Context: an optimization exercise on an open-source flow, tuned for small area. The choices shown serve that exercise and are no tape-out recipe.
Where RTL was checked, it was by simulation tests only, not by an equivalence proof against the original.

==> run P: inputs <==
==> flow/design.v <==
module z_1_rtc_top #(
	parameter [16:0] INTERNAL_COUNT = 17'd78125
)(
	input  clk,
	input  rst,
	output spi_miso,
	input  spi_sck,
	input  spi_ss_n,
	input  spi_mosi,
	output half_hz,
	input  freq_in
);
reg s_trig, l_trig, roll, l_roll, one_hz, half;
reg [16:0] dcnt;
wire trig_pulse = s_trig & ~l_trig;
wire dinc = roll & ~l_roll;
wire hit = (dcnt == INTERNAL_COUNT);
always @(posedge clk) begin
	s_trig <= freq_in & ~rst;
	l_trig <= s_trig;
	l_roll <= roll;
	if (rst) begin
		roll <= 1'b0;
		dcnt <= 17'd0;
		one_hz <= 1'b0;
		half <= 1'b0;
	end else begin
		roll <= roll ^ trig_pulse;
		one_hz <= hit;
		half <= half ^ hit;
		dcnt <= hit ? 17'd0 : dcnt + {16'd0, dinc};
	end
end
assign half_hz = half;
wire sclk_in = spi_sck & ~spi_ss_n;
wire mosi_in = spi_mosi & ~spi_ss_n;
reg s_sclk, ds_sclk;
always @(posedge clk) begin
	s_sclk <= sclk_in;
	ds_sclk <= s_sclk;
end
wire pp = s_sclk & ~ds_sclk;
wire np = ~s_sclk & ds_sclk;
reg [8:0] R;
reg rx_dv;
wire [7:0] rxb = R[7:0];
wire rx_restart = rst | rx_dv;
always @(posedge clk) begin
	rx_dv <= ~rst & R[8] & ~rx_dv;
	if (rx_restart)
		R <= {7'd0, pp & ~rst, (pp & ~rst) ? mosi_in : 1'b1};
	else if (pp)
		R <= {R[7:0], mosi_in};
end
localparam [1:0] M_IDLE = 2'd0, M_WR = 2'd1, M_RD = 2'd2;
reg [1:0] mode;
reg [3:0] cnt;
reg ph;
reg sendd;
reg [63:0] ob;
reg [63:0] q;
reg inc1;
reg [8:0] T;
reg halt;
reg miso_r;
wire busy = |T[7:0];
wire is_w = (mode == M_WR);
wire is_r = (mode == M_RD);
wire s3 = is_r & ph & (cnt == 4'd15);
wire s4 = is_r & ~ph;
wire ld = is_w & (cnt == 4'd11);
wire send = s4 & ~halt;
always @(posedge clk) begin
	ph <= ~ph;
	sendd <= send;
	if (rst) begin
		mode <= M_IDLE;
	end else begin
		case (mode)
			M_IDLE: begin
				if (rx_dv && rxb == 8'h01) begin
					mode <= M_WR;
					cnt <= 4'd0;
				end else if (rx_dv && rxb == 8'h02) begin
					mode <= M_RD;
					cnt <= 4'd15;
					ph <= 1'b1;
				end
			end
			M_WR: begin
				if (rx_dv | cnt[3]) cnt <= cnt + 4'd1;
				if (ld) mode <= M_IDLE;
			end
			default: begin
				if (s3 | send) cnt <= cnt + 4'd1;
				if (s4 && cnt == 4'd8) mode <= M_IDLE;
			end
		endcase
	end
end
wire ob_sh = (is_w & rx_dv) | sendd;
wire ob_hold = ~s3 & ~ob_sh;
always @(posedge clk) begin
	ob <= ({64{s3}} & q) | ({64{ob_sh}} & {ob[55:0], rxb}) | ({64{ob_hold}} & ob);
end
wire ldx = ld & ~one_hz;
wire [64:0] qc;
wire [8:0] bc;
assign bc[0] = inc1;
genvar gi, gb;
generate for (gb = 0; gb < 8; gb = gb + 1) begin : g_blk
	assign bc[gb+1] = bc[gb] & (&q[gb*8 +: 8]);
	assign qc[gb*8] = bc[gb];
	for (gi = gb*8; gi < gb*8 + 7; gi = gi + 1) begin : g_qc
		assign qc[gi+1] = qc[gi] & q[gi];
	end
end endgenerate
always @(posedge clk) begin
	inc1 <= one_hz;
	q <= {64{~rst}} & (({64{ldx}} & ob) | ({64{~ldx}} & (q ^ qc[63:0])));
end
wire tx_ld = ~rst & sendd;
wire tx_sh = ~rst & np & busy;
wire tx_hold = ~rst & ~sendd & ~(np & busy);
always @(posedge clk) begin
	halt <= ~rst & (sendd | busy);
	T <= ({9{tx_ld}} & {ob[63:56], 1'b1}) | ({9{tx_sh}} & {T[7:0], 1'b0}) | ({9{tx_hold}} & T);
	if (rst)
		miso_r <= 1'b0;
	else if (np & busy)
		miso_r <= T[8];
end
assign spi_miso = miso_r;
endmodule
==> flow/run.sh <==
#!/bin/bash
# synth_recipe.tcl (not shown) runs the flow's synth.tcl, then flattens the netlist and writes it again
# the make line also repeats each setting of config.mk as NAME=value (left out here)
make -C /OpenROAD-flow-scripts/flow DESIGN_CONFIG=/design/flow/config.mk WORK_HOME=/design/flow/orfs CLKGATE_MAP_FILE= SYNTH_SCRIPT=/design/flow/synth_recipe.tcl finish
==> flow/config.mk <==
export PLATFORM = sky130hd
export DESIGN_NAME = z_1_rtc_top
export DESIGN_NICKNAME = z_1_rtc_top
export VERILOG_FILES = /design/flow/design.v
export SDC_FILE = /design/flow/constraint.sdc
export NUM_CORES = 4
export LEC_CHECK = 0
export CAP_MARGIN = 0
export CORE_MARGIN = 2
export CORE_UTILIZATION = 60
export CTS_BUF_LIST = sky130_fd_sc_hd__clkbuf_8
export PLACE_DENSITY = 0.7
export SLEW_MARGIN = 0
==> flow/constraint.sdc <==
create_clock -name core_clock -period 10.0 [get_ports {clk}]
set_input_delay 2.0000 -clock core_clock [delete_from_list [all_inputs] [get_ports {clk}]]
set_output_delay 2.0000 -clock core_clock [all_outputs]
set_load 0.01 [all_outputs]
==> run E (differences from run P) <==
==> flow/design.v, changed modules only <==
module z_1_rtc_top #(
	parameter [16:0] INTERNAL_COUNT = 17'd78125
)(
	input  clk,
	input  rst,
	output spi_miso,
	input  spi_sck,
	input  spi_ss_n,
	input  spi_mosi,
	output half_hz,
	input  freq_in
);
reg s_trig, l_trig, roll, l_roll, one_hz, half;
reg [16:0] dcnt;
wire trig_pulse = s_trig & ~l_trig;
wire dinc = roll & ~l_roll;
wire hit = (dcnt == INTERNAL_COUNT);
always @(posedge clk) begin
	s_trig <= freq_in & ~rst;
	l_trig <= s_trig;
	l_roll <= roll;
	if (rst) begin
		roll <= 1'b0;
		dcnt <= 17'd0;
		one_hz <= 1'b0;
		half <= 1'b0;
	end else begin
		roll <= roll ^ trig_pulse;
		one_hz <= hit;
		half <= half ^ hit;
		dcnt <= hit ? 17'd0 : dcnt + {16'd0, dinc};
	end
end
assign half_hz = half;
wire sclk_in = spi_sck & ~spi_ss_n;
wire mosi_in = spi_mosi & ~spi_ss_n;
reg s_sclk, ds_sclk;
always @(posedge clk) begin
	s_sclk <= sclk_in;
	ds_sclk <= s_sclk;
end
wire pp = s_sclk & ~ds_sclk;
wire np = ~s_sclk & ds_sclk;
reg [7:0] rxb;
reg [3:0] bi;
wire rx_dv = (bi == 4'd9);
always @(posedge clk) begin
	if (pp) rxb <= {rxb[6:0], mosi_in};
	if (rst)
		bi <= 4'd0;
	else if (bi == 4'd8)
		bi <= 4'd9;
	else if (rx_dv)
		bi <= {3'd0, pp};
	else if (pp)
		bi <= bi + 4'd1;
end
localparam [1:0] M_IDLE = 2'd0, M_WR = 2'd1, M_RD = 2'd2;
reg [1:0] mode;
reg [3:0] cnt;
reg ph;
reg sendd;
reg [63:0] ob;
reg [63:0] q;
reg inc1;
reg [7:0] txb;
reg [3:0] bo;
reg miso_r;
wire halt = (bo != 4'd0);
wire busy = (bo[3] | bo[2] | bo[1]);
wire is_w = (mode == M_WR);
wire is_r = (mode == M_RD);
wire s3 = is_r & ph & (cnt == 4'd15);
wire s4 = is_r & ~ph;
wire ld = is_w & (cnt == 4'd11);
wire send = s4 & ~halt;
always @(posedge clk) begin
	ph <= ~ph;
	sendd <= send;
	if (rst) begin
		mode <= M_IDLE;
	end else begin
		case (mode)
			M_IDLE: begin
				if (rx_dv && rxb == 8'h01) begin
					mode <= M_WR;
					cnt <= 4'd0;
				end else if (rx_dv && rxb == 8'h02) begin
					mode <= M_RD;
					cnt <= 4'd15;
					ph <= 1'b1;
				end
			end
			M_WR: begin
				if (rx_dv | cnt[3]) cnt <= cnt + 4'd1;
				if (ld) mode <= M_IDLE;
			end
			default: begin
				if (s3 | send) cnt <= cnt + 4'd1;
				if (s4 && cnt == 4'd8) mode <= M_IDLE;
			end
		endcase
	end
end
wire ob_sh = (is_w & rx_dv) | sendd;
wire ob_hold = ~s3 & ~ob_sh;
always @(posedge clk) begin
	ob <= ({64{s3}} & q) | ({64{ob_sh}} & {ob[55:0], rxb}) | ({64{ob_hold}} & ob);
end
wire ldx = ld & ~one_hz;
wire [64:0] qc;
wire [8:0] bc;
assign bc[0] = inc1;
genvar gi, gb;
generate for (gb = 0; gb < 8; gb = gb + 1) begin : g_blk
	assign bc[gb+1] = bc[gb] & (&q[gb*8 +: 8]);
	assign qc[gb*8] = bc[gb];
	for (gi = gb*8; gi < gb*8 + 7; gi = gi + 1) begin : g_qc
		assign qc[gi+1] = qc[gi] & q[gi];
	end
end endgenerate
always @(posedge clk) begin
	inc1 <= one_hz;
	q <= {64{~rst}} & (({64{ldx}} & ob) | ({64{~ldx}} & (q ^ qc[63:0])));
end
always @(posedge clk) begin
	if (rst) begin
		bo <= 4'd0;
		miso_r <= 1'b0;
	end else if (sendd) begin
		bo <= 4'd9;
	end else if (np & busy) begin
		miso_r <= txb[7];
		bo <= bo - 4'd1;
	end else if (bo == 4'd1) begin
		bo <= 4'd0;
	end
end
wire tx_sh = np & busy;
wire tx_hold = ~sendd & ~tx_sh;
always @(posedge clk)
	txb <= ({8{sendd}} & ob[63:56]) | ({8{tx_sh}} & {txb[6:0], 1'b0}) | ({8{tx_hold}} & txb);
assign spi_miso = miso_r;
endmodule
CAP_MARGIN = 20   (was 0)
CORE_UTILIZATION = 40   (was 60)
CTS_BUF_LIST = default   (was sky130_fd_sc_hd__clkbuf_8)
PLACE_DENSITY = default   (was 0.7)
SLEW_MARGIN = 20   (was 0)
==> run C (differences from run P) <==
==> flow/design.v, changed modules only <==
module z_1_rtc_top #(
	parameter [16:0] INTERNAL_COUNT = 17'd18441
)(
	input  clk,
	input  rst,
	output spi_miso,
	input  spi_sck,
	input  spi_ss_n,
	input  spi_mosi,
	output half_hz,
	input  freq_in
);
reg s_trig, l_trig, roll, l_roll, one_hz, half;
reg [16:0] dcnt;
wire trig_pulse = s_trig & ~l_trig;
wire dinc = roll & ~l_roll;
wire hit = (dcnt == INTERNAL_COUNT);
always @(posedge clk) begin
	s_trig <= freq_in & ~rst;
	l_trig <= s_trig;
	l_roll <= roll;
	if (rst) begin
		roll <= 1'b0;
		dcnt <= 17'd0;
		one_hz <= 1'b0;
		half <= 1'b0;
	end else begin
		roll <= roll ^ trig_pulse;
		one_hz <= hit;
		half <= half ^ hit;
		if (hit) dcnt <= 17'd0;
		else if (dinc) dcnt <= {dcnt[15:0], ~(dcnt[16] ^ dcnt[13])};
	end
end
assign half_hz = half;
wire sclk_in = spi_sck & ~spi_ss_n;
wire mosi_in = spi_mosi & ~spi_ss_n;
reg s_sclk, ds_sclk;
always @(posedge clk) begin
	s_sclk <= sclk_in;
	ds_sclk <= s_sclk;
end
wire pp = s_sclk & ~ds_sclk;
wire np = ~s_sclk & ds_sclk;
reg [8:0] R;
reg rx_dv;
wire [7:0] rxb = R[7:0];
wire rx_restart = rst | rx_dv;
always @(posedge clk) begin
	rx_dv <= ~rst & R[8] & ~rx_dv;
	if (rx_restart)
		R <= {7'd0, pp & ~rst, (pp & ~rst) ? mosi_in : 1'b1};
	else if (pp)
		R <= {R[7:0], mosi_in};
end
localparam [1:0] M_IDLE = 2'd0, M_WR = 2'd1, M_RD = 2'd2;
reg [1:0] mode;
reg [3:0] cnt;
reg ph;
reg sendd;
reg [63:0] ob;
reg [63:0] q;
reg inc1;
reg [8:0] T;
reg miso_r;
wire busy = |T[7:0];
wire halt = busy | T[8];
wire is_w = (mode == M_WR);
wire is_r = (mode == M_RD);
wire s3 = is_r & ph & (cnt == 4'd15);
wire s4 = is_r & ~ph;
wire ld = is_w & (cnt == 4'd11);
wire send = s4 & ~halt;
always @(posedge clk) begin
	ph <= ~ph;
	sendd <= send;
	if (rst) begin
		mode <= M_IDLE;
	end else begin
		case (mode)
			M_IDLE: begin
				if (rx_dv && rxb == 8'h01) begin
					mode <= M_WR;
					cnt <= 4'd0;
				end else if (rx_dv && rxb == 8'h02) begin
					mode <= M_RD;
					cnt <= 4'd15;
					ph <= 1'b1;
				end
			end
			M_WR: begin
				if (rx_dv | cnt[3]) cnt <= cnt + 4'd1;
				if (ld) mode <= M_IDLE;
			end
			default: begin
				if (s3 | send) cnt <= cnt + 4'd1;
				if (s4 && cnt == 4'd8) mode <= M_IDLE;
			end
		endcase
	end
end
wire ob_sh = (is_w & rx_dv) | sendd;
wire ob_hold = ~s3 & ~ob_sh;
always @(posedge clk) begin
	ob <= ({64{s3}} & q) | ({64{ob_sh}} & {ob[55:0], rxb}) | ({64{ob_hold}} & ob);
end
wire ldx = ld & ~one_hz;
wire [64:0] qc;
wire [64/32:0] bc;
assign bc[0] = inc1;
genvar gi, gb;
generate for (gb = 0; gb < 64/32; gb = gb + 1) begin : g_blk
	assign bc[gb+1] = bc[gb] & (&q[gb*32 +: 32]);
	assign qc[gb*32] = bc[gb];
	for (gi = gb*32; gi < gb*32 + 32 - 1; gi = gi + 1) begin : g_qc
		assign qc[gi+1] = qc[gi] & q[gi];
	end
end endgenerate
always @(posedge clk) begin
	inc1 <= one_hz;
	q <= {64{~rst}} & (({64{ldx}} & ob) | ({64{~ldx}} & (q ^ qc[63:0])));
end
wire tx_ld = ~rst & sendd;
wire tx_sh = ~rst & np & busy;
wire tx_hold = ~rst & ~sendd & ~(np & busy);
always @(posedge clk) begin
	T <= ({9{tx_ld}} & {ob[63:56], 1'b1}) | ({9{tx_sh}} & {T[7:0], 1'b0}) | ({9{tx_hold}} & {T[8] & busy, T[7:0]});
	if (rst)
		miso_r <= 1'b0;
	else if (np & busy)
		miso_r <= T[8];
end
assign spi_miso = miso_r;
endmodule
==> flow/flow/run.sh (new file) <==
#!/bin/bash
# The standard layout, with two changes:
#  - synthesis maps the logic with ABC's area-oriented mapper (area.abc,
#    via area_synth.tcl); everything else in synthesis is the standard
#    script, so the registers are the standard synthesis's;
#  - clock tree synthesis adds no dummy loads for balancing;
#  - the port buffers are buf_1 cells.
set -e
here=$(pwd)
export CTS_ARGS="-sink_clustering_enable -repair_clock_nets -dont_use_dummy_load -buf_list sky130_fd_sc_hd__clkbuf_8"
export BUFFER_PORTS_ARGS="-buffer_cell sky130_fd_sc_hd__buf_1"
bash standard.sh SYNTH_SCRIPT="$here/flow/area_synth.tcl" finish > standard_flow.log 2>&1
==> flow/flow/area.abc (new file) <==
strash
dc2
dch -f
amap
topo
==> flow/flow/area_synth.tcl (new file) <==
proc synth {args} { yosys synth -nofsm -noshare {*}$args }
# Map the logic with ABC's area-oriented mapper instead of the default
# delay-oriented script (the design has ample timing slack).
set area_abc_script [file join [file dirname [file normalize [info script]]] area.abc]
proc abc {args} {
  global area_abc_script
  set out {}
  set i 0
  while {$i < [llength $args]} {
    set a [lindex $args $i]
    if {$a eq "-script"} {
      lappend out -script $area_abc_script
      incr i 2
      continue
    }
    lappend out $a
    incr i
  }
  yosys abc {*}$out
}
source $::env(SCRIPTS_DIR)/synth.tcl
# left out here: clear keep_hierarchy, flatten, clean up, hide names made inside functions, write 1_2_yosys.v
==> flow/standard.sh (new file) <==
#!/bin/bash
# synth_recipe.tcl (not shown) runs the flow's synth.tcl, then flattens the netlist and writes it again
# the make line also repeats each setting of config.mk as NAME=value (left out here)
make -C /OpenROAD-flow-scripts/flow DESIGN_CONFIG=/design/flow/config.mk WORK_HOME=/design/flow/orfs CLKGATE_MAP_FILE= SYNTH_SCRIPT=/design/flow/synth_recipe.tcl "${@:-finish}"
CORE_UTILIZATION = 70   (was 60)
PLACE_DENSITY = 0.8   (was 0.7)
removed: flow/run.sh
==> summary of the runs <==
- Non-clock buffer count is the same in run E and run C.
- Against run P, the critical path depth of run C is higher by 37.
- Routed wire length, lowest first: run C, run P, run E.
- The lowest via count belongs to run C, the highest to run P.
The RTL of run P was laid out without a check of its function.

==> port drivers added, routing unchanged <==
Ports are ideal in the flow. The routed layouts listed here were re-timed in OpenROAD.
Step 1 (the two cells are an assumption about what drives the block):
set clk [get_ports {clk}]
set_driving_cell -lib_cell sky130_fd_sc_hd__clkbuf_16 $clk
set_driving_cell -lib_cell sky130_fd_sc_hd__buf_2 [delete_from_list [all_inputs] $clk]
Step 2 adds t to the input delays and takes it off the output delays; t is the mean of the earliest and latest rising clock arrival at the registers after step 1. Input paths then give back, and output paths get back, about the clock's delay inside the block.
a / b / c = no drivers / after step 1 / after step 2; a / b = the first two.
run	t, ns	slack for setup (ns)	worst setup path at the end	worst slew at a driven data input, ns	cell pins on the clock port's net
run P	0.508	6.646 / 6.610 / 6.355	input to register	0.03	1
run E	0.483	6.646 / 6.620 / 6.188	input to register	0.03	1
run C	0.488	3.152 / 3.152 / 3.152	register to register	0.03	1
After both steps setup and hold are still met in every run listed. The setup slack of run E, which loses most, moves by -0.026 ns with the drivers and by -0.458 ns with both steps.
